From an optimization exercise on the open Yosys and OpenROAD flow, aimed at small area, a short achievable clock period and few clock cycles; shortcuts taken in it are not production practice.
In this exercise RTL edits were held to simulation tests only and were not proved equivalent to the original.
Power figures rest on the tool's default switching activity, not on a simulated workload.

$ cat design/flow/config.mk
export PLATFORM = sky130hd
export DESIGN_NAME = demosaic
export DESIGN_NICKNAME = demosaic
export VERILOG_FILES = /design/flow/design.v
export SDC_FILE = /design/flow/constraint.sdc
export NUM_CORES = 4
export LEC_CHECK = 0
export CAP_MARGIN = 20
export CORE_MARGIN = 2
export CORE_UTILIZATION = 40
export CTS_BUF_LIST = sky130_fd_sc_hd__clkbuf_8
export SETUP_SLACK_MARGIN = 3
export SLEW_MARGIN = 20
$ cat design/flow/design.v
module demosaic(clk, reset, in_en, data_in, wr_r, addr_r, wdata_r, rdata_r, wr_g, addr_g, wdata_g, rdata_g, wr_b, addr_b, wdata_b, rdata_b, done);
input clk;
input reset;
input in_en;
input [7:0] data_in;
output reg wr_r;
output reg [13:0] addr_r;
output reg [7:0] wdata_r;
input [7:0] rdata_r;
output reg wr_g;
output reg [13:0] addr_g;
output reg [7:0] wdata_g;
input [7:0] rdata_g;
output reg wr_b;
output reg [13:0] addr_b;
output reg [7:0] wdata_b;
input [7:0] rdata_b;
output reg done;
localparam M_STREAM = 2'd0, M_LAST = 2'd1, M_POST = 2'd2;
reg [1:0] mode;
reg [13:0] pos;
reg pre;          
reg last;         
reg q0, q1, q2;   
reg [7:0] mo_p, mo_q, uo;    
reg [8:0] vr;                
reg [9:0] vm;                
reg [7:0] to_q, me_b;        
reg [8:0] p1, p2;            
reg [7:0] te;                
reg [8:0] w_a, w_b;          
wire stream = (mode == M_STREAM);
wire [5:0] rb = pos[13:8];
wire [5:0] cb = pos[6:1];
wire [5:0] radj = rb + (pos[7] ? 6'h3f : 6'h01);
wire [5:0] cadj = cb + (stream ? 6'h3f : 6'h01);
wire [5:0] c6p2 = cb + 6'd2;
wire [5:0] smp1 = rb + 6'd2;
wire is_r = ~pos[7] &  pos[0];
wire is_b =  pos[7] & ~pos[0];
wire is_g = ~(is_r | is_b);
wire post = (mode == M_POST) & ~done;
wire [5:0] s  = rb;
wire [5:0] c6 = cb;
wire [5:0] sm = radj;          
wire fin = q1 & last & (s == 6'd62);
wire [8:0] rl = mo_p + mo_q;
wire [9:0] rd = vm + rdata_b;
wire [7:0] sum_r = q0 ? rl[8:1] : q1 ? vr[8:1] : rd[9:2];
wire [9:0] tg = p1 + p2;
wire [7:0] sum_g = tg[9:2];
wire [8:0] bl = te + rdata_r;
wire [9:0] bd = w_a + w_b;
wire [7:0] sum_b = q0 ? bl[8:1] : q1 ? bd[9:2] : w_b[8:1];
always @(posedge clk or posedge reset) begin
    if (reset) begin
        mode <= M_STREAM;
        done <= 1'b0;
    end else begin
        case (mode)
            M_STREAM: if (in_en && (&pos)) mode <= M_LAST;
            M_LAST:   mode <= M_POST;
            default:  if (post && fin) done <= 1'b1;
        endcase
    end
end
always @(posedge clk) begin
    if (reset) begin
        pos <= 14'd0;
        wr_r <= 1'b0; wr_g <= 1'b0; wr_b <= 1'b0;
    end else if (mode == M_STREAM) begin
        wr_r <= in_en; wr_g <= in_en; wr_b <= in_en;
        if (in_en) pos <= pos + 14'd1;
    end else if (mode == M_LAST) begin
        wr_r <= 1'b0; wr_g <= 1'b0; wr_b <= 1'b0;
        pos <= {6'd0, 1'b0, 6'd63, 1'b0};
        pre <= 1'b1; last <= 1'b0;
        q0 <= 1'b1; q1 <= 1'b0; q2 <= 1'b0;
    end else if (post) begin
        q0 <= q2 | (q1 & last);
        q1 <= q0;
        q2 <= q1 & ~last;
        if (q1 & last) begin
            pos[13:8] <= sm; pre <= 1'b1; last <= 1'b0;
        end
        if (q2) begin
            pre <= 1'b0; pos[6:1] <= cadj; last <= (c6 == 6'd62);
        end
        wr_r <= (q0 & ~pre) | (q1 & ~last & ~pre) | q2;
        wr_g <= (q0 & ~pre & ~last) | q2;
        wr_b <= (q0 & ~pre & ~last) | (q1 & ~last & ~pre) | q2;
    end else begin
        wr_r <= 1'b0; wr_g <= 1'b0; wr_b <= 1'b0;
    end
end
always @(posedge clk) begin
    if (q0) te <= rdata_r;
    if (q1) begin
        mo_p <= mo_q; mo_q <= rdata_g;
        to_q <= rdata_b;
    end
    if (q2) uo <= rdata_b;
    if (q2) me_b <= rdata_g;
    else if (q0 & pre) me_b <= rdata_b;    
end
always @(posedge clk) begin
    w_b <= q0 ? rdata_r + rdata_g : w_b;
    w_a <= w_b;                         
    vr  <= uo + mo_q;                   
    vm  <= vr + rdata_g;                
    p1  <= me_b + to_q;                 
    p2  <= rdata_r + (q1 ? rdata_b : rdata_g);
end
reg ra_r, ra_g, c_r, c_g, c_b;       
reg [1:0] ra_b;                      
reg c2_g;                            
reg r0_r, r0_g, r0_b, k0_r, k0_g, k0_b;    
always @(*) begin
    if (stream) begin
        ra_r = is_g; ra_g = is_b; ra_b = {1'b0, is_r};
        c_r = ~is_r; c_g = ~is_g; c_b = ~is_b; c2_g = 1'b0;
        r0_r = pos[7]; r0_g = pos[7]; r0_b = pos[7];
        k0_r = pos[0]; k0_g = pos[0]; k0_b = pos[0];
    end else if (q0) begin           
        ra_r = 1'b1; ra_g = 1'b1; ra_b = 2'd0;
        c_r = 1'b0; c_g = 1'b0; c_b = 1'b0; c2_g = 1'b0;
        r0_r = 1'b0; r0_g = 1'b0; r0_b = 1'b1;
        k0_r = 1'b0; k0_g = 1'b1; k0_b = 1'b1;
    end else if (q1 & ~last) begin   
        ra_r = 1'b0; ra_g = 1'b1; ra_b = 2'd1;
        c_r = 1'b0; c_g = 1'b0; c_b = 1'b0; c2_g = 1'b1;
        r0_r = 1'b1; r0_g = 1'b0; r0_b = 1'b0;
        k0_r = 1'b1; k0_g = 1'b0; k0_b = 1'b1;
    end else if (q2) begin           
        ra_r = 1'b0; ra_g = 1'b0; ra_b = 2'd1;
        c_r = 1'b1; c_g = 1'b1; c_b = 1'b1; c2_g = 1'b0;
        r0_r = 1'b1; r0_g = 1'b1; r0_b = 1'b0;
        k0_r = 1'b0; k0_g = 1'b0; k0_b = 1'b0;
    end else begin                   
        ra_r = 1'b1; ra_g = 1'b1; ra_b = 2'd2;
        c_r = 1'b0; c_g = 1'b0; c_b = 1'b0; c2_g = 1'b0;
        r0_r = 1'b1; r0_g = 1'b1; r0_b = 1'b0;
        k0_r = 1'b0; k0_g = 1'b0; k0_b = 1'b0;
    end
end
always @(posedge clk) begin
    if (mode[0]) begin
        addr_r <= {7'd1, 7'd126}; addr_g <= {7'd1, 7'd126}; addr_b <= {7'd2, 7'd126};
    end else begin
        addr_r <= {ra_r ? radj : rb, r0_r, c_r ? cadj : cb, k0_r};
        addr_g <= {ra_g ? radj : rb, r0_g, c2_g ? c6p2 : c_g ? cadj : cb, k0_g};
        addr_b <= {ra_b[1] ? smp1 : ra_b[0] ? radj : rb, r0_b, c_b ? cadj : cb, k0_b};
    end
    if (stream) begin
        wdata_r <= data_in; wdata_g <= data_in; wdata_b <= data_in;
    end else begin
        wdata_r <= sum_r; wdata_g <= sum_g; wdata_b <= sum_b;
    end
end
endmodule
$ cat design/flow/flow/run.sh
#!/bin/bash
# Standard layout, but with small port buffers instead of the delay-cell
# default that buffer_ports picks.
cp standard.sh standard_sh_copy.log
export BUFFER_PORTS_ARGS="-buffer_cell sky130_fd_sc_hd__buf_1"
bash standard.sh > standard.log 2>&1
$ cat design/flow/standard.sh
#!/bin/bash
# synth_recipe.tcl (not shown) runs the flow's synth.tcl, then flattens the netlist and writes it again
# the make line also repeats each setting of config.mk as NAME=value (left out here)
make -C /OpenROAD-flow-scripts/flow DESIGN_CONFIG=/design/flow/config.mk WORK_HOME=/design/flow/orfs CLKGATE_MAP_FILE= SYNTH_SCRIPT=/design/flow/synth_recipe.tcl "${@:-finish}"
$ cat design/flow/constraint.sdc
create_clock -name core_clock -period 5.5 [get_ports {clk}]
set_input_delay 1.1000 -clock core_clock [delete_from_list [all_inputs] [get_ports {clk}]]
set_output_delay 1.1000 -clock core_clock [all_outputs]
set_load 0.01 [all_outputs]
==> metrics.yaml, run 1 <==
async_flop_share: 0.0155
place.gp.congestion: 0.809
synth_flop_cell: "dfxtp_1"
combPwrFrac: 0.269
grt-ovfl-total: 0
finalClockSkew_ns: 0.0189
dr.first_iter.drc_count: 433
grt_max_degree: 51
grt_util_all_layers: 0.187
drtAntennaViolNets: 0
grt_pass1_wl_mm: 38.4
final_cells: 1421
fp-row-count: 58
startpoint_type: "primary input"
clockBufferDepth: 2
drcViolationCount: 0
ys_ff_latch: 194
ys_seq_area_frac: 0.449
place.port_buffers: 104
cap_violations: 0
worstPathRequired_ns: 5.86
drt_wl_total_mm: 24.0
power.density_nw_per_um2: 343
period_share: 0.445
dr.pass1.iters: 4
internal_power_w: 0.00263
insertion_delay_ns: 0.49
wl_per_cell_um: 16.9
hold_depth: 0
area_growth_pct: 12.7
fin_tns_setup_ns: 0
place_inst: 1381
io_pins: 105
dp_hpwl_mm: 17.7
cp.arrival_ns: 2.81
path_clk_slew_ns: 0.11
cts.sinks: 194
yosys_warnings: 1
cts-root-buf: "clkbuf_8"
cp_max_fo: 7
maxSlewHeadroom: 0.341
min_path_type: "register to register"
final.min_clock_period_ns: 2.45
vdd_drop_max_mv: 0.215
syn_nets: 1114
status: "complete, no violations"
start_util: 0.403
switchingPower_w: 0.00125
routed_via_density: 5.14
synth_top_area_frac: 0.257
worstMarginPinSlew_ns: 0.989
die-area_um2: 26400
switching_share: 0.322
p_leak_nw: 4.56
layout-drive-gt1-share: 0.109
fp.dieH_um: 163
ys_types: 77
cts_tree: "done"
synth.largest_area_cell: "dfxtp_1"
antenna_found_initial: 0
synth.avg_cell_area_um2: 10.3
slew_violations: 0
synth_area_leaders: "dfxtp_1 (26%), edfxtp_1 (19%), ha_1 (11%)"
cp-end-kind: "register"
fp.coreArea_um2: 25000
die_x_um: 163
cts_made_buffers: 17
antenna_cells: 0
fin_util: 0.454
netlist_area_um2: 10100
synthCells: 980
power_frac_clock: 0.269
grt_pass1_vias: 7035
nNetsFinal: 1212
seq_power_share: 0.462
synth_edf_count: 62
path_class: "primary input to register"
hold_viol_final: 0
rr_worst_depth: 9
synth_commonest_cells: "dfxtp_1 (129), ha_1 (90), nor2_1 (82), nand2_1 (77), a21oi_1 (76)"
max_freq_mhz: 408
setup_viol: 0
synth_most_common_cell: "dfxtp_1"
cts_max_level: 4
rsz0062_at_grt: "true"
num_vias: 7308
==> critical path, cell delays in order <==
cell and delay (ns):
buf_2 0.20, ha_4 0.24, a311oi_1 0.35, o21bai_1 0.14, a21oi_2 0.18, o21bai_1 0.13, a2111oi_0 0.38, nor3_1 0.09
==> path summary, 6_finish.rpt <==
kind / slack, ns / from / to
max reg2reg: 3.15 / q1$_SDFFCE_PP0P_ / p2[6]$_DFF_P_
max in group asynchronous: 4.35 / reset / done$_DFFE_PP0P_
min in group asynchronous: 0.95 / reset / mode[0]$_DFFE_PP0P_
min reg2reg: 0.42 / w_b[3]$_DFFE_PP_ / w_a[3]$_DFF_P_
max: 3.05 / rdata_r[1] / wdata_b[6]$_DFF_P_
min: 0.42 / w_b[3]$_DFFE_PP_ / w_a[3]$_DFF_P_
==> metrics by stage <==
stage / cell area, um2 / hold WS (ns) / setup slack, ns / power (W)
after floorplan: 10200 / 0.369 / 2.73 / 0.00258
after global placement: 10800 / 0.395 / 2.44 / 0.00286
after detailed placement: 10800 / 0.400 / 2.40 / 0.00287
after CTS: 11300 / 0.431 / 3.04 / 0.00392
after global routing: 11300 / 0.437 / 2.93 / 0.00411
final: 11300 / 0.423 / 3.05 / 0.00388
==> sequential cells by signal, indices dropped and copies added (netlist names), 10 cells and up <==
register and flops:
addr_b 14, addr_g 14, addr_r 14, pos 14, vm 10
==> cell families (layout without fill, tap and decap cells) <==
family	after synthesis	after routing	share of synthesized area
xor+xnor	72	72	0.0627
flops	194	194	0.449
simple gates	245	245	0.114
mux	35	35	0.0372
fa+ha+maj	99	99	0.130
buf+inv	70	181	0.0353
compound gates	265	265	0.172
==> metal layers <==
metal,track usage,vias up,routed length [um]
met1,0.245,3375,11100
met4,0.0555,0,381
met5,0,-,0
li1,-,3753,-
met3,0.0331,28,1020
met2,0.318,152,11500
==> cells in the final DEF, fill, tap and decap left out, types with 14 or more instances in the layout <==
cell type | Yosys | routed
a21o_1 | 22 | 22
nand2_1 | 77 | 77
dfxtp_1 | 129 | 128
nor3_1 | 18 | 18
ha_1 | 90 | 87
nor2_1 | 82 | 81
xor2_1 | 14 | 14
a21oi_1 | 76 | 67
mux2_2 | 18 | 17
clkbuf_8 | 0 | 17
buf_1 | 4 | 99
edfxtp_1 | 62 | 62
o21ai_0 | 57 | 52
xnor2_1 | 58 | 58
inv_1 | 29 | 29
mux2i_1 | 16 | 16
==> repair_timing <==
item                       in CTS  in global routing
hold buffers                    0                  0
pin swaps                       0                  4
gates resized for setup         5                  5
setup endpoints to repair      11                 14
setup buffers                   3                  5
==> power by group through the flow <==
stage / clock network, W / registers (W) / logic [W]
floorplan: 0 / 0.00184 / 0.000739
global placement: 0 / 0.00183 / 0.00102
detailed placement: 0 / 0.00183 / 0.00104
CTS: 0.00107 / 0.00180 / 0.00105
global route: 0.00113 / 0.00182 / 0.00117
finish: 0.00104 / 0.00180 / 0.00104
==> cell type report <==
| class | count | area [um2] |
|---|---|---|
| sequential | 194 | 4520 |
| multi-input combinational | 716 | 5320 |
| clock inverter | 15 | 216 |
| inverter | 31 | 116 |
| timing repair buffer | 118 | 518 |
| clock buffer | 17 | 234 |
| fill | 2462 | 13600 |
| tap | 330 | 413 |
Testbench counts, summed over its fixed seeds: cycles 457,744.
==> inputs of run 2 (changes only) <==
--- a/design/flow/config.mk
+++ b/design/flow/config.mk
@@ -9,5 +9,5 @@
 export CORE_MARGIN = 2
 export CORE_UTILIZATION = 40
 export CTS_BUF_LIST = sky130_fd_sc_hd__clkbuf_8
-export SETUP_SLACK_MARGIN = 3
+export SETUP_SLACK_MARGIN = 3.3
 export SLEW_MARGIN = 20
==> metrics.yaml, run 2 <==
status: "complete, no violations"  # unchanged
postPlaceCellArea_um2: 11000  # was 10,800 um2
r2r-end: "p2[6]$_DFF_P_"  # unchanged
maxSlewHeadroom: 0.548  # was 0.341
die_x_um: 163  # unchanged
hold_viol_final: 0  # unchanged
worstPathRequired_ns: 5.90  # was 5.86 ns
reg2reg_from: "q1$_SDFFCE_PP0P_"  # unchanged
place_ws_ns: 2.33  # was 2.40 ns
min_path_type: "register to register"  # unchanged
die-area_um2: 26400  # unchanged
io_pins: 105  # unchanged
ys_types: 77  # unchanged
nNetsFinal: 1254  # was 1,212
num_vias: 7751  # was 7,308
synth_edf_count: 62  # unchanged
setup_viol: 0  # unchanged
p_leak_nw: 4.94  # was 4.56 nW
cts_tree: "done"  # unchanged
cp-startpoint: "rdata_g[0]"  # was rdata_r[1]
finalClockSkew_ns: 0.0156  # was 0.0189 ns
synth_commonest_cells: "dfxtp_1 (129), ha_1 (90), nor2_1 (82), nand2_1 (77), a21oi_1 (76)"  # unchanged
ys_ff_latch: 194  # unchanged
dr.first_iter.drc_count: 446  # was 433
path_clk_slew_ns: 0.11  # about the same
fin_tns_setup_ns: 0  # unchanged
cts_made_buffers: 17  # unchanged
cp_max_fo: 3  # was 7
drt_wl_total_mm: 25.9  # was 24.0 mm
grt_util_all_layers: 0.195  # was 0.187
synth_top_area_frac: 0.257  # unchanged
synth_most_common_cell: "dfxtp_1"  # unchanged
dr.pass1.iters: 5  # was 4
area_growth_pct: 22.3  # was 12.7%
fp-row-count: 58  # unchanged
final.min_clock_period_ns: 2.34  # was 2.45 ns
path_class: "primary input to register"  # unchanged
rsz0062_at_grt: "true"  # unchanged
dp_hpwl_mm: 17.9  # was 17.7 mm
grt_pass1_vias: 7269  # was 7,035
insertion_delay_ns: 0.47  # was 0.49 ns
synth_flop_cell: "dfxtp_1"  # unchanged
syn_nets: 1114  # unchanged
reg2reg_slack_ns: 3.23  # was 3.15 ns
wl_per_cell_um: 17.7  # was 16.9 um
hold_depth: 0  # unchanged
grt-ovfl-total: 0  # unchanged
final_cell_area_um2: 12300  # was 11,300 um2
layout_setup_ws_ns: 3.16  # was 3.05 ns
ys_seq_area_frac: 0.449  # unchanged
cap_violations: 0  # unchanged
rr_worst_depth: 9  # unchanged
synthCells: 980  # unchanged
drtAntennaViolNets: 0  # unchanged
max_freq_mhz: 427  # was 408 MHz
crit_path_end: "p2[6]$_DFF_P_"  # was wdata_b[6]$_DFF_P_
drcViolationCount: 0  # unchanged
synth.avg_cell_area_um2: 10.3  # unchanged
clockBufferDepth: 2  # unchanged
synth.largest_area_cell: "dfxtp_1"  # unchanged
start_util: 0.403  # unchanged
layout-drive-gt1-share: 0.203  # was 0.109
fp.dieH_um: 163  # unchanged
final_cells: 1463  # was 1,421
place.port_buffers: 104  # unchanged
grt_max_degree: 46  # was 51
worstMarginPinSlew_ns: 0.678  # was 0.989 ns
cp.arrival_ns: 2.74  # was 2.81 ns
routed_via_density: 5.30  # was 5.14
cp-end-kind: "register"  # unchanged
place.gp.congestion: 0.835  # was 0.809
antenna_cells: 0  # unchanged
cts-root-buf: "clkbuf_8"  # unchanged
netlist_area_um2: 10100  # unchanged
async_flop_share: 0.0155  # unchanged
fp.coreArea_um2: 25000  # unchanged
antenna_found_initial: 0  # unchanged
slew_violations: 0  # unchanged
place_inst: 1381  # unchanged
period_share: 0.426  # was 0.445
cts.sinks: 194  # unchanged
startpoint_type: "primary input"  # unchanged
layout_common_cells: "dfxtp_1 (125), buf_1 (88), nor2_1 (78)"  # was dfxtp_1 (128), buf_1 (99), ha_1 (87)
synth_area_leaders: "dfxtp_1 (26%), edfxtp_1 (19%), ha_1 (11%)"  # unchanged
final_common_cell: "dfxtp_1"  # unchanged
vdd_drop_max_mv: 0.187  # was 0.215 mV
grt_pass1_wl_mm: 39.6  # was 38.4 mm
power.density_nw_per_um2: 331  # was 343 nW/um2
cts_max_level: 4  # unchanged
yosys_warnings: 1  # unchanged
[run 2: worst min-delay path by stage]
stage	startpoint	endpoint	slack, ns
global placement	w_b[1]$_DFFE_PP_	w_a[1]$_DFF_P_	0.39
finish	w_b[1]$_DFFE_PP_	w_a[1]$_DFF_P_	0.41
global route	w_b[1]$_DFFE_PP_	w_a[1]$_DFF_P_	0.43
floorplan	w_b[3]$_DFFE_PP_	w_a[3]$_DFF_P_	0.37
CTS	w_b[1]$_DFFE_PP_	w_a[1]$_DFF_P_	0.42
detailed placement	w_b[1]$_DFFE_PP_	w_a[1]$_DFF_P_	0.39
[run 2: through the flow]
step / power (W) / util / hold slack (ns)
after global routing: 0.00430 / 0.493 / 0.425
after global placement: 0.00290 / 0.439 / 0.393
after floorplan: 0.00262 / - / 0.369
after detailed placement: 0.00292 / 0.439 / 0.393
final: 0.00407 / 0.493 / 0.413
after CTS: 0.00403 / 0.478 / 0.418
[run 2: worst max-delay path: stages]
cell	delay [ns]
buf_12	0.10
mux2_4	0.28
ha_4	0.16
fa_2	0.35
a21o_1	0.19
a21oi_2	0.16
o21bai_1	0.10
a21oi_2	0.18
xnor2_1	0.13
[run 2: layout make-up]
cell class / instances / area [um2]
well taps: 330 / 413
repair buffers: 159 / 1010
inverters: 31 / 126
fillers: 2350 / 12700
flip-flops and latches: 194 / 4530
multi-input cells: 717 / 5790
clock inverters: 12 / 169
clock buffers: 20 / 275
[run 2: kinds of logic after synthesis]
| group | count (synthesis) | synth area share |
|---|---|---|
| compound gates | 265 | 0.172 |
| xor+xnor | 72 | 0.0627 |
| fa+ha+maj | 99 | 0.130 |
| buf+inv | 70 | 0.0353 |
| flops | 194 | 0.449 |
| mux | 35 | 0.0372 |
| simple gates | 245 | 0.114 |
[run 2: metal layers]
| layer | GRT usage | vias up | share of wire |
|---|---|---|---|
| met1 | 0.252 | 3637 | 0.44 |
| met2 | 0.336 | 236 | 0.49 |
| met4 | 0.0535 | 0 | 0.014 |
| met3 | 0.0334 | 27 | 0.054 |
| li1 | - | 3851 | - |
| met5 | 0 | - | 0 |
[run 2: report_power, final]
part	total (W)	internal (W)	switching [W]
sequential	0.00180	0.00170	0.000107
clock	0.00103	0.000498	0.000531
combinational	0.00124	0.000584	0.000655
[run 2: what timing repair did]
| item | 4_1_cts | 5_1_grt |
|---|---|---|
| endpoints found under the setup margin | 74 | 39 |
| buffers inserted | 30 | 17 |
| hold buffers | 0 | 0 |
| gates resized for setup | 65 | 44 |
| pin swaps | 47 | 47 |
| gates cloned | 3 | 0 |
==> inputs of run 3 (changes only) <==
--- a/design/flow/config.mk
+++ b/design/flow/config.mk
@@ -9,5 +9,5 @@
 export CORE_MARGIN = 2
 export CORE_UTILIZATION = 40
 export CTS_BUF_LIST = sky130_fd_sc_hd__clkbuf_8
-export SETUP_SLACK_MARGIN = 3.3
+export SETUP_SLACK_MARGIN = 3.2
 export SLEW_MARGIN = 20
==> metrics.yaml, run 3 <==
switching_share: 0.322  # was 0.318
rr_worst_depth: 9  # unchanged
cts-root-buf: "clkbuf_8"  # unchanged
period_share: 0.419  # was 0.426
fin_tns_setup_ns: 0  # unchanged
async_flop_share: 0.0155  # unchanged
netlist_area_um2: 10100  # unchanged
finalClockSkew_ns: 0.0201  # was 0.0156 ns
syn_nets: 1114  # unchanged
nNetsFinal: 1234  # was 1,254
synth_top_family_by_area: "compound AO/OA/AOI/OAI gates"  # unchanged
synth_flop_cell: "dfxtp_1"  # unchanged
hold_depth: 0  # unchanged
area_growth_pct: 17.5  # was 22.3%
p_leak_nw: 4.75  # was 4.94 nW
final.min_clock_period_ns: 2.30  # was 2.34 ns
worstMarginPinSlew_ns: 0.963  # was 0.678 ns
layout-drive-gt1-share: 0.164  # was 0.203
synth_mux_area_frac: 0.0372  # unchanged
fp.coreArea_um2: 25000  # unchanged
yosys_warnings: 1  # unchanged
rsz0062_at_grt: "true"  # unchanged
synth_xor_area_frac: 0.0627  # unchanged
cp.arrival_ns: 2.71  # was 2.74 ns
grt_pass1_wl_mm: 39.1  # was 39.6 mm
startpoint_type: "primary input"  # unchanged
synth_edf_count: 62  # unchanged
internal_power_w: 0.00268  # was 0.00278 W
power_frac_clock: 0.247  # was 0.253
ys_ff_latch: 194  # unchanged
synthCells: 980  # unchanged
grt_util_all_layers: 0.192  # was 0.195
hold_start: "w_b[2]$_DFFE_PP_"  # was w_b[1]$_DFFE_PP_
power.density_nw_per_um2: 334  # was 331 nW/um2
ys_types: 77  # unchanged
wl_per_cell_um: 17.6  # was 17.7 um
place.gp.congestion: 0.818  # was 0.835
drtAntennaViolNets: 0  # unchanged
seq_power_share: 0.457  # was 0.443
max_freq_mhz: 434  # was 427 MHz
num_vias: 7538  # was 7,751
layout_common_cells: "dfxtp_1 (127), buf_1 (92), nor2_1 (80)"  # was dfxtp_1 (125), buf_1 (88), nor2_1 (78)
path_class: "primary input to register"  # unchanged
final_common_cell: "dfxtp_1"  # unchanged
power_w: 0.00395  # was 0.00407 W
cts.sinks: 194  # unchanged
ys_seq_area_frac: 0.449  # unchanged
io_pins: 105  # unchanged
die_x_um: 163  # unchanged
fp-row-count: 58  # unchanged
worstPathRequired_ns: 5.90  # about the same
die-area_um2: 26400  # unchanged
yosys.area_share.simple: 0.114  # unchanged
grt_pass1_vias: 7046  # was 7,269
slew_violations: 0  # unchanged
dr.pass1.iters: 5  # unchanged
synth_commonest_cells: "dfxtp_1 (129), ha_1 (90), nor2_1 (82), nand2_1 (77), a21oi_1 (76)"  # unchanged
maxSlewHeadroom: 0.358  # was 0.548
cts_made_buffers: 17  # unchanged
cts_tree: "done"  # unchanged
place.port_buffers: 104  # unchanged
cp-startpoint: "rdata_g[0]"  # unchanged
synth_most_common_cell: "dfxtp_1"  # unchanged
drt_wl_total_mm: 25.4  # was 25.9 mm
start_util: 0.403  # unchanged
cap_violations: 0  # unchanged
cts_max_level: 4  # unchanged
antenna_found_initial: 1  # was 0
synth.largest_area_cell: "dfxtp_1"  # unchanged
holdWs_ns: 0.412  # was 0.413 ns
grt-ovfl-total: 0  # unchanged
fillers: 2445  # was 2,350
min_path_type: "register to register"  # unchanged
switchingPower_w: 0.00127  # was 0.00129 W
drcViolationCount: 0  # unchanged
routed_via_density: 5.22  # was 5.30
cp-end-kind: "register"  # unchanged
dr.first_iter.drc_count: 456  # was 446
antenna_cells: 0  # unchanged
vdd_drop_max_mv: 0.208  # was 0.187 mV
synth_area_leaders: "dfxtp_1 (26%), edfxtp_1 (19%), ha_1 (11%)"  # unchanged
synth_compound_area_frac: 0.172  # unchanged
grt_max_degree: 54  # was 46
insertion_delay_ns: 0.48  # was 0.47 ns
reg2reg_from: "q1$_SDFFCE_PP0P_"  # unchanged
hold_viol_final: 0  # unchanged
clockBufferDepth: 2  # unchanged
dp_hpwl_mm: 18.0  # was 17.9 mm
setup_viol: 0  # unchanged
synth_top_area_frac: 0.257  # unchanged
path_clk_slew_ns: 0.10  # was 0.11 ns
status: "complete, no violations"  # unchanged
synth_fa_ha_area_frac: 0.130  # unchanged
synth.avg_cell_area_um2: 10.3  # unchanged
cp_max_fo: 3  # unchanged
combPwrFrac: 0.296  # was 0.304
fp.dieH_um: 163  # unchanged
==> run 3: cell counts after synthesis <==
No cell type changed its count.
==> run 3: through the flow <==
step                utilization  instance area [um2]  std cells  setup WS (ns)
floorplan                     -                10400        980           2.73
global route              0.474                11800       1443           3.14
detailed placement        0.438                10900       1381           2.32
global placement          0.438                10900       1381           2.36
CTS                       0.464                11600       1427           3.14
finish                    0.474                11800       1443           3.20
==> run 3: kinds of logic (layout without fill, tap and decap cells) <==
family          after synthesis  after routing
buf+inv                      70            202
flops                       194            194
mux                          35             35
compound gates              265            265
simple gates                245            246
xor+xnor                     72             72
fa+ha+maj                    99             99
==> run 3: critical path, cell delays in order <==
cell and delay, ns:
buf_12 0.11, mux2_4 0.28, ha_4 0.16, fa_2 0.34
a21o_1 0.18, a21oi_2 0.15, o21bai_1 0.10, a21oi_2 0.16
xnor2_1 0.13
==> run 3: path summary, 6_finish.rpt <==
check                                       to  slack, ns
hold / removal                  w_a[2]$_DFF_P_       0.41
setup reg to reg                 p2[6]$_DFF_P_       3.25
hold reg to reg                 w_a[2]$_DFF_P_       0.41
max in group asynchronous  mode[1]$_DFFE_PP0P_       4.32
setup / recovery                 p2[6]$_DFF_P_       3.20
min in group asynchronous     done$_DFFE_PP0P_       0.96
==> run 3: metal layers <==
layer	share of wire	GRT usage	wire, um
met1	0.46	0.257	11500
met2	0.49	0.327	12300
met3	0.048	0.0372	1220
met4	0.0096	0.0370	243
met5	0.00028	0	7
==> run 3: final cells by class <==
type / count / area, um2 / area share
clock buffers: 19 / 262 / 0.0221
inverters: 31 / 121 / 0.0103
multi-input cells: 717 / 5570 / 0.471
clock inverters: 13 / 148 / 0.0125
flip-flops and latches: 194 / 4530 / 0.383
well taps: 330 / 413 / 0.0349
repair buffers: 139 / 785 / 0.0663
==> run 3: repair_timing <==
item,4_1_cts,5_1_grt
pin swaps,21,35
hold buffers,0,0
setup endpoints to repair,57,30
resized for setup,43,26
cloned,1,1
setup buffers,13,15
==> run 3: power groups by stage <==
stage / clock network, W / logic [W] / registers, W
after floorplan: 0 / 0.000762 / 0.00185
after global placement: 0 / 0.00107 / 0.00184
after detailed placement: 0 / 0.00108 / 0.00184
after CTS: 0.000993 / 0.00114 / 0.00181
after global routing: 0.00105 / 0.00129 / 0.00183
final: 0.000974 / 0.00117 / 0.00180
==> inputs of run 4 (changes only) <==
--- a/design/flow/config.mk
+++ b/design/flow/config.mk
@@ -7,7 +7,7 @@
 export LEC_CHECK = 0
 export CAP_MARGIN = 20
 export CORE_MARGIN = 2
-export CORE_UTILIZATION = 40
+export CORE_UTILIZATION = 60
 export CTS_BUF_LIST = sky130_fd_sc_hd__clkbuf_8
 export SETUP_SLACK_MARGIN = 3.2
 export SLEW_MARGIN = 20
==> metrics.yaml, run 4 <==
routed_via_density: 5.76  # was 5.22
area_growth_pct: 14.6  # was 17.5%
async_flop_share: 0.0155  # unchanged
io_pins: 105  # unchanged
ys_seq_area_frac: 0.449  # unchanged
hold_depth: 0  # unchanged
cts_tree: "done"  # unchanged
fin_tns_setup_ns: 0  # unchanged
wl_per_cell_um: 17.7  # was 17.6 um
rr_worst_depth: 8  # was 9
die-area_um2: 17800  # was 26,400 um2
hold-path-endpoint: "w_a[0]$_DFF_P_"  # was w_a[2]$_DFF_P_
p_leak_nw: 4.69  # was 4.75 nW
final_common_cell: "dfxtp_1"  # unchanged
antenna_cells: 0  # unchanged
grt_pass1_wl_mm: 37.5  # was 39.1 mm
hold_viol_final: 0  # unchanged
cts-root-buf: "clkbuf_8"  # unchanged
combPwrFrac: 0.295  # was 0.296
drcViolationCount: 0  # unchanged
synth_flop_cell: "dfxtp_1"  # unchanged
switchingPower_w: 0.00120  # was 0.00127 W
fin_util: 0.700  # was 0.474
drt_wl_total_mm: 23.5  # was 25.4 mm
period_share: 0.428  # was 0.419
ys_types: 77  # unchanged
final.min_clock_period_ns: 2.36  # was 2.30 ns
layout-drive-gt1-share: 0.151  # was 0.164
synth_area_leaders: "dfxtp_1 (26%), edfxtp_1 (19%), ha_1 (11%)"  # unchanged
seq_power_share: 0.466  # was 0.457
place_ws_ns: 2.32  # about the same
startpoint_type: "primary input"  # unchanged
synth_top_family_by_area: "compound AO/OA/AOI/OAI gates"  # unchanged
cp_max_fo: 3  # unchanged
worstPathRequired_ns: 5.90  # about the same
cts_made_buffers: 17  # unchanged
dp_hpwl_mm: 16.9  # was 18.0 mm
power_frac_clock: 0.239  # was 0.247
min_path_type: "register to register"  # unchanged
hold_start: "w_b[0]$_DFFE_PP_"  # was w_b[2]$_DFFE_PP_
synth.largest_area_cell: "dfxtp_1"  # unchanged
fp-row-count: 47  # was 58
grt_pass1_vias: 7135  # was 7,046
slew_violations: 0  # unchanged
synth_xor_area_frac: 0.0627  # unchanged
place_inst: 1271  # was 1,381
layout_setup_ws_ns: 3.14  # was 3.20 ns
r2r-end: "p2[7]$_DFF_P_"  # was p2[6]$_DFF_P_
finalClockSkew_ns: 0.0129  # was 0.0201 ns
reg2reg_from: "q1$_SDFFCE_PP0P_"  # unchanged
worstMarginPinSlew_ns: 1.01  # was 0.963 ns
grt_util_all_layers: 0.271  # was 0.192
synth_mux_area_frac: 0.0372  # unchanged
path_class: "primary input to register"  # unchanged
cts.sinks: 194  # unchanged
synth_most_common_cell: "dfxtp_1"  # unchanged
synth.avg_cell_area_um2: 10.3  # unchanged
maxSlewHeadroom: 0.330  # was 0.358
drtAntennaViolNets: 0  # unchanged
power_w: 0.00386  # was 0.00395 W
grt-ovfl-total: 0  # unchanged
netlist_area_um2: 10100  # unchanged
cp-end-kind: "register"  # unchanged
cts_max_level: 4  # unchanged
final_cells: 1324  # was 1,443
grt_max_degree: 54  # unchanged
status: "complete, no violations"  # unchanged
synth_edf_count: 62  # unchanged
multi_input_comb_area_um2: 5560  # was 5570 um2
fillers: 1320  # was 2,445
place.gp.congestion: 0.846  # was 0.818
nNetsFinal: 1225  # was 1,234
dr.first_iter.drc_count: 549  # was 456
clockBufferDepth: 2  # unchanged
layout_common_cells: "dfxtp_1 (127), buf_1 (92), nor2_1 (80)"  # unchanged
synth_commonest_cells: "dfxtp_1 (129), ha_1 (90), nor2_1 (82), nand2_1 (77), a21oi_1 (76)"  # unchanged
vdd_drop_max_mv: 0.208  # about the same
dr.pass1.iters: 5  # unchanged
internal_power_w: 0.00266  # was 0.00268 W
ys_ff_latch: 194  # unchanged
setup_viol: 0  # unchanged
synth_top_area_frac: 0.257  # unchanged
regArea_um2: 4520  # was 4530 um2
yosys_warnings: 1  # unchanged
num_vias: 7623  # was 7,538
power.density_nw_per_um2: 334  # about the same
die_x_um: 134  # was 163 um
synth_compound_area_frac: 0.172  # unchanged
fp.coreArea_um2: 16500  # was 25,000 um2
switching_share: 0.312  # was 0.322
synthCells: 980  # unchanged
insertion_delay_ns: 0.47  # was 0.48 ns
start_util: 0.611  # was 0.403
cap_violations: 0  # unchanged
place.port_buffers: 104  # unchanged
yosys.area_share.simple: 0.114  # unchanged
cp.arrival_ns: 2.76  # was 2.71 ns
synth_fa_ha_area_frac: 0.130  # unchanged
rsz0062_at_grt: "true"  # unchanged
max_freq_mhz: 425  # was 434 MHz
path_clk_slew_ns: 0.09  # was 0.10 ns
antenna_found_initial: 0  # was 1
reg2reg_slack_ns: 3.15  # was 3.25 ns
fp.dieH_um: 134  # was 163 um
syn_nets: 1114  # unchanged
## run 4: cell counts after synthesis
Identical to the previous run, type by type.
## run 4: cell type report
cell class | instances | share of cell area
clock inverters | 12 | 0.00998
flip-flops and latches | 194 | 0.392
repair buffers | 131 | 0.0570
clock buffers | 20 | 0.0239
well taps | 220 | 0.0239
inverters | 31 | 0.0107
multi-input cells | 716 | 0.482
## run 4: kinds of logic (layout without fill, tap and decap cells)
family          count (synthesis)  count (layout)
compound gates                265             265
xor+xnor                       72              72
fa+ha+maj                      99              99
buf+inv                        70             194
flops                         194             194
mux                            35              35
simple gates                  245             245
## run 4: layer usage
layer	GRT usage	vias to the layer above	wire length, um
met3	0.0441	41	899
met1	0.348	3594	10300
met5	0	-	0
met4	0.0957	0	604
li1	-	3781	-
met2	0.464	207	11700
## run 4: how the worst max path moves through the flow
stage                     cells after the start        startpoint             to
after floorplan                              10  q1$_SDFFCE_PP0P_  p2[6]$_DFF_P_
after global placement                        9        rdata_g[1]  p2[7]$_DFF_P_
after detailed placement                      9        rdata_g[1]  p2[7]$_DFF_P_
after CTS                                     9        rdata_g[1]  p2[7]$_DFF_P_
after global routing                          9        rdata_g[1]  p2[7]$_DFF_P_
final                                        10        rdata_g[0]  p2[4]$_DFF_P_
## run 4: metrics by stage
stage,instance area (um2),hold WS (ns)
global placement,10800,0.392
CTS,11400,0.416
floorplan,10400,0.369
detailed placement,10800,0.394
global route,11500,0.433
finish,11500,0.416
## run 4: power groups by stage
stage,Combinational (W),Sequential [W],Clock (W)
after global routing,0.00127,0.00182,0.000989
after detailed placement,0.00106,0.00183,0
final,0.00114,0.00180,0.000923
after floorplan,0.000762,0.00185,0
after global placement,0.00105,0.00182,0
after CTS,0.00110,0.00180,0.000935
## run 4: worst max-delay path, cell delays in order
cell	delay, ns
buf_12	0.11
mux2_4	0.28
ha_4	0.16
fa_2	0.34
a21o_1	0.17
a21oi_2	0.17
buf_4	0.13
buf_4	0.09
buf_4	0.09
xnor2_1	0.10
## run 4: timing repair
item | in CTS | in global routing
buffers inserted | 14 | 7
hold buffers | 0 | 0
setup endpoints to repair | 54 | 31
gates resized for setup | 25 | 28
pin swaps | 17 | 18
==> inputs of run 5 (changes only) <==
--- a/design/flow/config.mk
+++ b/design/flow/config.mk
@@ -7,7 +7,7 @@
 export LEC_CHECK = 0
 export CAP_MARGIN = 20
 export CORE_MARGIN = 2
-export CORE_UTILIZATION = 60
+export CORE_UTILIZATION = 50
 export CTS_BUF_LIST = sky130_fd_sc_hd__clkbuf_8
 export SETUP_SLACK_MARGIN = 3.2
 export SLEW_MARGIN = 20
==> metrics.yaml, run 5 <==
status: "complete, no violations"  # unchanged
synth_most_common_cell: "dfxtp_1"  # unchanged
place_ws_ns: 2.28  # was 2.32 ns
insertion_delay_ns: 0.47  # about the same
syn_nets: 1114  # unchanged
layout_common_cells: "dfxtp_1 (126), buf_1 (90), nor2_1 (79)"  # was dfxtp_1 (127), buf_1 (92), nor2_1 (80)
final.min_clock_period_ns: 2.30  # was 2.36 ns
synthCells: 980  # unchanged
path_cells: "buf_4 -> inv_1 -> o21ai_2 -> ha_1 -> a21o_1 -> a21oi_2 -> o21ai_2 -> o41ai_2 -> xnor2_1"  # was buf_12 -> mux2_4 -> ha_4 -> fa_2 -> a21o_1 -> a21oi_2 -> buf_4 -> buf_4 -> buf_4 -> xnor2_1
cp.arrival_ns: 2.66  # was 2.76 ns
grt_util_all_layers: 0.234  # was 0.271
cts_max_level: 4  # unchanged
ys_seq_area_frac: 0.449  # unchanged
fp.coreArea_um2: 19600  # was 16,500 um2
slew_violations: 0  # unchanged
cts_made_buffers: 17  # unchanged
startpoint_type: "primary input"  # unchanged
dp_hpwl_mm: 17.7  # was 16.9 mm
reg2reg_slack_ns: 3.26  # was 3.15 ns
fillers: 1775  # was 1,320
period_share: 0.419  # was 0.428
max_freq_mhz: 434  # was 425 MHz
antenna_cells: 0  # unchanged
hold_depth: 0  # unchanged
synth_area_leaders: "dfxtp_1 (26%), edfxtp_1 (19%), ha_1 (11%)"  # unchanged
grt_pass1_vias: 7337  # was 7,135
async_flop_share: 0.0155  # unchanged
drcViolationCount: 0  # unchanged
fp-row-count: 51  # was 47
ys_types: 77  # unchanged
cts_tree: "done"  # unchanged
drtAntennaViolNets: 0  # unchanged
hold_viol_final: 0  # unchanged
rr_worst_depth: 7  # was 8
path_class: "primary input to register"  # unchanged
synth_top_area_frac: 0.257  # unchanged
min_path_type: "register to register"  # unchanged
grt_max_degree: 52  # was 54
num_vias: 7487  # was 7,623
grt-ovfl-total: 0  # unchanged
dr.pass1.iters: 4  # was 5
setup_viol: 0  # unchanged
regArea_um2: 4530  # was 4520 um2
postPlaceCellArea_um2: 10900  # was 10,800 um2
cp_max_fo: 6  # was 3
layout-drive-gt1-share: 0.165  # was 0.151
multi_input_comb_area_um2: 5590  # was 5560 um2
worstPathRequired_ns: 5.85  # was 5.90 ns
start_util: 0.514  # was 0.611
ys_ff_latch: 194  # unchanged
cts-root-buf: "clkbuf_8"  # unchanged
antenna_found_initial: 0  # unchanged
wl_per_cell_um: 17.9  # was 17.7 um
io_pins: 105  # unchanged
cp-end-kind: "register"  # unchanged
synth.largest_area_cell: "dfxtp_1"  # unchanged
final_common_cell: "dfxtp_1"  # unchanged
cp.depth: 9  # was 10
synth_edf_count: 62  # unchanged
routed_via_density: 5.45  # was 5.76
power.density_nw_per_um2: 329  # was 334 nW/um2
grt_pass1_wl_mm: 39.0  # was 37.5 mm
critical-path-slowest-cell: "o41ai_2"  # was fa_2
area_growth_pct: 16.1  # was 14.6%
path_clk_slew_ns: 0.09  # about the same
fin_tns_setup_ns: 0  # unchanged
crit_buf_inv: 2  # was 4
yosys_warnings: 1  # unchanged
cap_violations: 0  # unchanged
rsz0062_at_grt: "true"  # unchanged
p_leak_nw: 4.71  # was 4.69 nW
fp.dieH_um: 146  # was 134 um
netlist_area_um2: 10100  # unchanged
place.gp.congestion: 0.847  # was 0.846
die-area_um2: 21300  # was 17,800 um2
vdd_drop_max_mv: 0.191  # was 0.208 mV
dr.first_iter.drc_count: 331  # was 549
critPathTopFamily: "compound AO/OA/AOI/OAI gates"  # was adder cells
synth_flop_cell: "dfxtp_1"  # unchanged
clockBufferDepth: 2  # unchanged
synth_commonest_cells: "dfxtp_1 (129), ha_1 (90), nor2_1 (82), nand2_1 (77), a21oi_1 (76)"  # unchanged
drt_wl_total_mm: 24.6  # was 23.5 mm
layout_setup_ws_ns: 3.20  # was 3.14 ns
nNetsFinal: 1230  # was 1,225
cts.sinks: 194  # unchanged
ctsHoldBuffers: 0  # unchanged
synth.avg_cell_area_um2: 10.3  # unchanged
place.port_buffers: 104  # unchanged
maxSlewHeadroom: 0.335  # was 0.330
worstMarginPinSlew_ns: 0.998  # was 1.01 ns
critPathMostFrequentCell: "o21ai_2"  # was buf_4
power_w: 0.00385  # was 0.00386 W
slowest_delay_ns: 0.31  # was 0.34 ns
die_x_um: 146  # was 134 um
finalClockSkew_ns: 0.0125  # was 0.0129 ns
final_cell_area_um2: 11700  # was 11,500 um2
-- run 5: final cells by class --
type	count	share of cell area
multi-input combinational	717	0.478
clock inverter	15	0.0114
inverter	31	0.0102
sequential	194	0.388
clock buffer	17	0.0200
tap	265	0.0284
timing repair buffer	135	0.0641
-- run 5: final timing paths --
check,endpoint,from
setup / recovery,p2[7]$_DFF_P_,rdata_g[1]
hold / removal,w_a[0]$_DFF_P_,w_b[0]$_DFFE_PP_
setup reg to reg,p2[7]$_DFF_P_,q1$_SDFFCE_PP0P_
hold reg to reg,w_a[0]$_DFF_P_,w_b[0]$_DFFE_PP_
max in group asynchronous,mode[1]$_DFFE_PP0P_,reset
min in group asynchronous,done$_DFFE_PP0P_,reset
-- run 5: what timing repair did --
action | in CTS | in global routing
setup endpoints to repair | 70 | 34
cloned | 1 | 1
setup buffers | 15 | 10
gates resized for setup | 37 | 36
pin swaps | 16 | 30
-- run 5: kinds of logic after synthesis --
group / synth area share
and+or+nand+nor: 0.114
muxes: 0.0372
adders and majority gates: 0.130
AOI/OAI and AO/OA: 0.172
buffers and inverters: 0.0353
xor gates and xnor gates: 0.0627
DFF: 0.449
-- run 5: metal layers --
layer | GRT usage | up-vias | wire, um
met1 | 0.302 | 3499 | 11100
met3 | 0.0361 | 33 | 883
met5 | 0 | - | 0
li1 | - | 3788 | -
met4 | 0.0637 | 0 | 381
met2 | 0.410 | 167 | 12200
-- run 5: metrics by stage --
| step | instances | hold slack, ns | utilization |
|---|---|---|---|
| 2_1_floorplan | 980 | 0.369 | - |
| 3_3_place_gp | 1315 | 0.382 | 0.554 |
| 3_5_place_dp | 1315 | 0.387 | 0.554 |
| 4_1_cts | 1363 | 0.409 | 0.584 |
| 5_1_grt | 1374 | 0.424 | 0.596 |
| 6_report | 1374 | 0.411 | 0.596 |
-- run 5: report_power, final --
group | internal [W] | switching (W) | leakage, nW
sequential | 0.00170 | 0.000101 | 1.72
combinational | 0.000536 | 0.000629 | 2.80
clock | 0.000364 | 0.000518 | 0.192
total | 0.00260 | 0.00125 | 4.71
==> inputs of run 6 (changes only) <==
--- a/design/flow/config.mk
+++ b/design/flow/config.mk
@@ -9,5 +9,5 @@
 export CORE_MARGIN = 2
 export CORE_UTILIZATION = 50
 export CTS_BUF_LIST = sky130_fd_sc_hd__clkbuf_8
-export SETUP_SLACK_MARGIN = 3.2
+export SETUP_SLACK_MARGIN = 3.1
 export SLEW_MARGIN = 20
==> metrics.yaml, run 6 <==
critPathMostFrequentCell: "a21oi_2"  # was o21ai_2
ctsHoldBuffers: 0  # unchanged
cp.arrival_ns: 2.73  # was 2.66 ns
clockBufferDepth: 2  # unchanged
final_common_cell: "dfxtp_1"  # unchanged
grt_pass1_vias: 6862  # was 7,337
cp_max_fo: 5  # was 6
fp.dieH_um: 146  # unchanged
ys_seq_area_frac: 0.449  # unchanged
synth_area_leaders: "dfxtp_1 (26%), edfxtp_1 (19%), ha_1 (11%)"  # unchanged
netlist_area_um2: 10100  # unchanged
critPathTopFamily: "compound AO/OA/AOI/OAI gates"  # unchanged
grt_pass1_wl_mm: 37.1  # was 39.0 mm
die-area_um2: 21300  # unchanged
min_path_type: "register to register"  # unchanged
cts-root-buf: "clkbuf_8"  # unchanged
grt_util_all_layers: 0.222  # was 0.234
slew_violations: 0  # unchanged
path_class: "primary input to register"  # unchanged
wl_per_cell_um: 17.5  # was 17.9 um
layout_common_cells: "dfxtp_1 (127), buf_1 (94), ha_1 (82)"  # was dfxtp_1 (126), buf_1 (90), nor2_1 (79)
syn_nets: 1114  # unchanged
p_leak_nw: 4.67  # was 4.71 nW
rsz0062_at_grt: "true"  # unchanged
vdd_drop_max_mv: 0.172  # was 0.191 mV
hold_viol_final: 0  # unchanged
start_util: 0.514  # unchanged
cts_tree: "done"  # unchanged
max_freq_mhz: 420  # was 434 MHz
ys_ff_latch: 194  # unchanged
cts_max_level: 4  # unchanged
power.density_nw_per_um2: 334  # was 329 nW/um2
worstPathRequired_ns: 5.84  # was 5.85 ns
synth.avg_cell_area_um2: 10.3  # unchanged
drtAntennaViolNets: 0  # unchanged
synth_top_area_frac: 0.257  # unchanged
synth_commonest_cells: "dfxtp_1 (129), ha_1 (90), nor2_1 (82), nand2_1 (77), a21oi_1 (76)"  # unchanged
synth.largest_area_cell: "dfxtp_1"  # unchanged
area_growth_pct: 14.3  # was 16.1%
fin_tns_setup_ns: 0  # unchanged
yosys_warnings: 1  # unchanged
insertion_delay_ns: 0.46  # was 0.47 ns
antenna_found_initial: 1  # was 0
die_x_um: 146  # unchanged
synthCells: 980  # unchanged
status: "complete, no violations"  # unchanged
fp.coreArea_um2: 19600  # unchanged
maxSlewHeadroom: 0.367  # was 0.335
cts.sinks: 194  # unchanged
num_vias: 7384  # was 7,487
path_clk_slew_ns: 0.10  # was 0.09 ns
layout-drive-gt1-share: 0.138  # was 0.165
drt_wl_total_mm: 23.9  # was 24.6 mm
holdWs_ns: 0.422  # was 0.411 ns
ys_types: 77  # unchanged
worstMarginPinSlew_ns: 0.949  # was 0.998 ns
final.min_clock_period_ns: 2.38  # was 2.30 ns
finalClockSkew_ns: 0.0172  # was 0.0125 ns
cap_violations: 0  # unchanged
setup_viol: 0  # unchanged
cts_made_buffers: 17  # unchanged
critical-path-slowest-cell: "fa_2"  # was o41ai_2
cp-end-kind: "register"  # unchanged
fillers: 1741  # was 1,775
slowest_delay_ns: 0.39  # was 0.31 ns
synth_edf_count: 62  # unchanged
startpoint_type: "primary input"  # unchanged
place.gp.congestion: 0.799  # was 0.847
drcViolationCount: 0  # unchanged
dr.first_iter.drc_count: 323  # was 331
period_share: 0.433  # was 0.419
dr.pass1.iters: 5  # was 4
crit_buf_inv: 1  # was 2
grt_max_degree: 46  # was 52
grt-ovfl-total: 0  # unchanged
nNetsFinal: 1226  # was 1,230
path_cells: "buf_8 -> mux2_4 -> ha_4 -> fa_2 -> a21o_1 -> a21oi_2 -> o21bai_1 -> a21oi_2 -> o21ai_1"  # was buf_4 -> inv_1 -> o21ai_2 -> ha_1 -> a21o_1 -> a21oi_2 -> o21ai_2 -> o41ai_2 -> xnor2_1
async_flop_share: 0.0155  # unchanged
io_pins: 105  # unchanged
fp-row-count: 51  # unchanged
synth_flop_cell: "dfxtp_1"  # unchanged
routed_via_density: 5.39  # was 5.45
dp_hpwl_mm: 17.5  # was 17.7 mm
place.port_buffers: 104  # unchanged
synth_most_common_cell: "dfxtp_1"  # unchanged
==> run 6: worst register-to-register path, stage by stage (launching register included) <==
cell and delay (ns):
dfrtp_4 0.44, nor2_4 0.06, buf_4 0.16, inv_2 0.42, nand2_1 0.38, or4_1 0.50, mux2i_1 0.20, a211oi_1 0.06
==> run 6: routing by layer <==
layer,vias to the layer above,part of all wire,track usage
li1,3777,-,-
met1,3430,0.46,0.289
met2,159,0.49,0.379
met3,18,0.040,0.0404
met4,0,0.013,0.0627
met5,-,0,0
==> run 6: path summary, 6_finish.rpt <==
| kind | to | cells past startpoint | start | slack, ns |
|---|---|---|---|---|
| setup / recovery | p2[8]$_DFF_P_ | 9 | rdata_g[0] | 3.12 |
| hold / removal | w_a[8]$_DFF_P_ | 0 | w_b[8]$_DFFE_PP_ | 0.42 |
| setup reg to reg | wdata_r[6]$_DFF_P_ | 7 | mode[1]$_DFFE_PP0P_ | 3.17 |
| hold reg to reg | w_a[8]$_DFF_P_ | 0 | w_b[8]$_DFFE_PP_ | 0.42 |
| max in group asynchronous | mode[1]$_DFFE_PP0P_ | 2 | reset | 4.34 |
| min in group asynchronous | mode[0]$_DFFE_PP0P_ | 2 | reset | 0.95 |
==> run 6: power by group <==
| part | internal (W) | switching, W | total, W |
|---|---|---|---|
| clock network | 0.000447 | 0.000510 | 0.000958 |
| logic | 0.000496 | 0.000597 | 0.00109 |
| registers | 0.00170 | 0.0000988 | 0.00180 |
==> run 6: repair_timing <==
action | CTS | global route
gates cloned | 0 | 1
pin swaps | 7 | 20
endpoints found under the setup margin | 58 | 24
gates resized for setup | 14 | 33
setup buffers | 7 | 15
==> run 6: layout make-up <==
cell class / instances / area [um2] / share of cell area
tap: 265 / 332 / 0.0288
inverter: 31 / 119 / 0.0103
clock inverter: 14 / 159 / 0.0138
multi-input combinational: 716 / 5430 / 0.472
sequential: 194 / 4530 / 0.394
timing repair buffer: 132 / 696 / 0.0605
antenna: 1 / 2.50 / 0.000218
clock buffer: 17 / 234 / 0.0203
==> run 6: cells by family after synthesis <==
family,after synthesis,share of synthesized area
AOI/OAI and AO/OA,265,0.172
xor gates and xnor gates,72,0.0627
adders and majority gates,99,0.130
buffers and inverters,70,0.0353
DFF,194,0.449
muxes,35,0.0372
and+or+nand+nor,245,0.114
==> run 6: through the flow <==
stage                util  area (um2)  setup slack (ns)  instances  power, W
detailed placement  0.551       10800              2.37       1315   0.00290
finish              0.587       11500              3.12       1370   0.00385
global placement    0.551       10800              2.43       1315   0.00289
floorplan               -       10300              2.73        980   0.00260
global route        0.587       11500              3.06       1369   0.00408
CTS                 0.575       11300              3.11       1353   0.00386
==> inputs of run 7 (changes only) <==
--- a/design/flow/config.mk
+++ b/design/flow/config.mk
@@ -7,7 +7,7 @@
 export LEC_CHECK = 0
 export CAP_MARGIN = 20
 export CORE_MARGIN = 2
-export CORE_UTILIZATION = 50
-export CTS_BUF_LIST = sky130_fd_sc_hd__clkbuf_8
-export SETUP_SLACK_MARGIN = 3.1
+export CORE_UTILIZATION = 40
+export CTS_BUF_LIST = sky130_fd_sc_hd__clkbuf_4 sky130_fd_sc_hd__clkbuf_8
+export SETUP_SLACK_MARGIN = 3.2
 export SLEW_MARGIN = 20
==> metrics.yaml, run 7 <==
wl_per_cell_um: 17.6  # was 17.5 um
rsz0062_at_grt: "true"  # unchanged
vdd_drop_max_mv: 0.207  # was 0.172 mV
fp.dieH_um: 163  # was 146 um
dp_hpwl_mm: 18.0  # was 17.5 mm
antenna_found_initial: 1  # unchanged
grt_pass1_vias: 7046  # was 6,862
ys_ff_latch: 194  # unchanged
max_freq_mhz: 434  # was 420 MHz
place.gp.congestion: 0.818  # was 0.799
num_vias: 7543  # was 7,384
grt_max_degree: 54  # was 46
layout_common_cells: "dfxtp_1 (127), buf_1 (92), nor2_1 (80)"  # was dfxtp_1 (127), buf_1 (94), ha_1 (82)
synth_flop_cell: "dfxtp_1"  # unchanged
yosys_warnings: 1  # unchanged
syn_nets: 1114  # unchanged
synth.largest_area_cell: "dfxtp_1"  # unchanged
place_inst: 1381  # was 1,315
drtAntennaViolNets: 0  # unchanged
insertion_delay_ns: 0.48  # was 0.46 ns
finalClockSkew_ns: 0.0161  # was 0.0172 ns
io_pins: 105  # unchanged
setup_viol: 0  # unchanged
routed_via_density: 5.23  # was 5.39
min_path_type: "register to register"  # unchanged
cts_max_level: 4  # unchanged
final_cell_area_um2: 11800  # was 11,500 um2
grt_pass1_wl_mm: 39.1  # was 37.1 mm
cts_made_buffers: 17  # unchanged
final.min_clock_period_ns: 2.31  # was 2.38 ns
synth_commonest_cells: "dfxtp_1 (129), ha_1 (90), nor2_1 (82), nand2_1 (77), a21oi_1 (76)"  # unchanged
path_class: "primary input to register"  # unchanged
fin_tns_setup_ns: 0  # unchanged
cap_violations: 0  # unchanged
synth_edf_count: 62  # unchanged
place.port_buffers: 104  # unchanged
slew_violations: 0  # unchanged
path_clk_slew_ns: 0.10  # about the same
die-area_um2: 26400  # was 21,300 um2
cp.arrival_ns: 2.71  # was 2.73 ns
synth_most_common_cell: "dfxtp_1"  # unchanged
netlist_area_um2: 10100  # unchanged
final_common_cell: "dfxtp_1"  # unchanged
fp.coreArea_um2: 25000  # was 19,600 um2
fp-row-count: 58  # was 51
nNetsFinal: 1234  # was 1,226
cts.sinks: 194  # unchanged
p_leak_nw: 4.75  # was 4.67 nW
layout-drive-gt1-share: 0.164  # was 0.138
synth.avg_cell_area_um2: 10.3  # unchanged
clockBufferDepth: 2  # unchanged
r2r-end: "p2[6]$_DFF_P_"  # was wdata_r[6]$_DFF_P_
startpoint_type: "primary input"  # unchanged
cp-end-kind: "register"  # unchanged
dr.first_iter.drc_count: 462  # was 323
die_x_um: 163  # was 146 um
cts_tree: "done"  # unchanged
async_flop_share: 0.0155  # unchanged
synth_area_leaders: "dfxtp_1 (26%), edfxtp_1 (19%), ha_1 (11%)"  # unchanged
drt_wl_total_mm: 25.3  # was 23.9 mm
fillers: 2443  # was 1,741
dr.pass1.iters: 5  # unchanged
grt_util_all_layers: 0.192  # was 0.222
reg2reg_from: "q1$_SDFFCE_PP0P_"  # was mode[1]$_DFFE_PP0P_
period_share: 0.419  # was 0.433
worstPathRequired_ns: 5.90  # was 5.84 ns
cp_max_fo: 3  # was 5
area_growth_pct: 17.5  # was 14.3%
worstMarginPinSlew_ns: 0.964  # was 0.949 ns
hold_viol_final: 0  # unchanged
crit_path_end: "p2[6]$_DFF_P_"  # was p2[8]$_DFF_P_
rr_worst_depth: 9  # was 7
final_cells: 1443  # was 1,370
grt-ovfl-total: 0  # unchanged
synthCells: 980  # unchanged
cts-root-buf: "clkbuf_8"  # unchanged
drcViolationCount: 0  # unchanged
cp-startpoint: "rdata_g[0]"  # unchanged
ys_seq_area_frac: 0.449  # unchanged
antenna_cells: 0  # was 1
start_util: 0.403  # was 0.514
maxSlewHeadroom: 0.357  # was 0.367
power.density_nw_per_um2: 334  # about the same
status: "complete, no violations"  # unchanged
ys_types: 77  # unchanged
synth_top_area_frac: 0.257  # unchanged
reg2reg_slack_ns: 3.24  # was 3.17 ns
postPlaceCellArea_um2: 10900  # was 10,800 um2
==> run 7: changes by cell type in the layout (fill, tap and decap cells not counted), sizes merged <==
cell	previous run	this run
bufinv	3	2
buf	125	136
diode	1	0
clkbuf	24	23
clkinv	4	3
nor2	82	83
==> run 7: metrics by stage <==
step           utilization  setup WS, ns  total power [W]  hold slack, ns
3_3_place_gp         0.438          2.36          0.00290           0.396
5_1_grt              0.474          3.14          0.00418           0.438
3_5_place_dp         0.438          2.32          0.00292           0.393
4_1_cts              0.464          3.14          0.00394           0.417
2_1_floorplan            -          2.73          0.00261           0.369
6_report             0.474          3.19          0.00395           0.412
==> run 7: worst max-delay path, stage by stage <==
cell      delay, ns
buf_12         0.11
mux2_4         0.28
ha_4           0.16
fa_2           0.34
a21o_1         0.18
a21oi_2        0.15
o21bai_1       0.10
a21oi_2        0.16
xnor2_1        0.13
==> run 7: worst min-delay path by stage <==
stage	startpoint	to	slack, ns	cells past startpoint
detailed placement	w_b[2]$_DFFE_PP_	w_a[2]$_DFF_P_	0.39	0
global placement	w_b[1]$_DFFE_PP_	w_a[1]$_DFF_P_	0.40	0
finish	w_b[2]$_DFFE_PP_	w_a[2]$_DFF_P_	0.41	0
CTS	w_b[2]$_DFFE_PP_	w_a[2]$_DFF_P_	0.42	0
floorplan	w_b[3]$_DFFE_PP_	w_a[3]$_DFF_P_	0.37	0
global route	w_b[2]$_DFFE_PP_	w_a[2]$_DFF_P_	0.44	0
==> run 7: per-layer routing <==
layer | GRT usage | vias to the layer above | routed length [um]
met5 | 0 | - | 7
met4 | 0.0370 | 2 | 257
met3 | 0.0372 | 22 | 1210
met2 | 0.327 | 189 | 12300
met1 | 0.257 | 3521 | 11500
li1 | - | 3809 | -
==> run 7: kinds of logic after synthesis <==
| logic type | after synthesis | share of synthesized area |
|---|---|---|
| fa+ha+maj | 99 | 0.130 |
| simple gates | 245 | 0.114 |
| compound gates | 265 | 0.172 |
| buf+inv | 70 | 0.0353 |
| flops | 194 | 0.449 |
| mux | 35 | 0.0372 |
| xor+xnor | 72 | 0.0627 |
==> run 7: layout make-up <==
type,count,area (um2),share of cell area
Clock buffer,20,269,0.0227
Clock inverter,12,144,0.0122
Inverter,31,121,0.0103
Multi-Input combinational cell,717,5570,0.471
Sequential cell,194,4530,0.383
Tap cell,330,413,0.0349
Timing Repair Buffer,139,785,0.0663
==> run 7: power breakdown <==
| group | total (W) | leakage (nW) | switching [W] | internal, W |
|---|---|---|---|---|
| Sequential | 0.00180 | 1.72 | 0.000107 | 0.00170 |
| Clock | 0.000980 | 0.215 | 0.000534 | 0.000445 |
| Combinational | 0.00117 | 2.81 | 0.000626 | 0.000542 |
| Total | 0.00395 | 4.75 | 0.00127 | 0.00268 |
==> run 7: timing repair <==
action,in CTS,in global routing
resized for setup,43,26
setup buffers,13,15
hold endpoints to repair,0,0
gates cloned,1,1
hold buffers,0,0
endpoints found under the setup margin,57,30
pin swaps,21,35

[static timing again, ports no longer ideal]
In the flow no input, the clock included, has a driving cell. The finished layouts below were timed again as built, in two steps.
Step 1: set_driving_cell puts a clkbuf_16 on clk and a buf_2 on each other input, an assumption about the parent block.
Step 2 moves the port delays by t, midway between the first and last clock arrival at a register: inputs arrive t later, outputs are due t later. That takes back most of the time a late clock gives input paths.
a / b / c = no drivers / after step 1 / after step 2; a / b = the first two.
run	t, ns	setup WS [ns]	worst setup path at the end	worst register clock-pin slew, ns
run 1	0.524	3.050 / 3.070 / 2.546	input to register	0.11 / 0.11
run 2	0.506	3.160 / 3.154 / 2.648	input to register	0.11 / 0.11
run 3	0.510	3.195 / 3.191 / 2.681	input to register	0.11 / 0.11
run 4	0.506	3.145 / 3.136 / 2.629	input to register	0.10 / 0.10
run 5	0.508	3.198 / 3.217 / 2.708	input to register	0.10 / 0.10
run 6	0.493	3.117 / 3.117 / 2.624	input to register	0.10 / 0.10
run 7	0.511	3.195 / 3.191 / 2.680	input to register	0.11 / 0.11
After both steps every run listed still meets setup and hold. The setup slack of run 4, which loses most, moves by -0.009 ns with the drivers and by -0.516 ns with both steps.
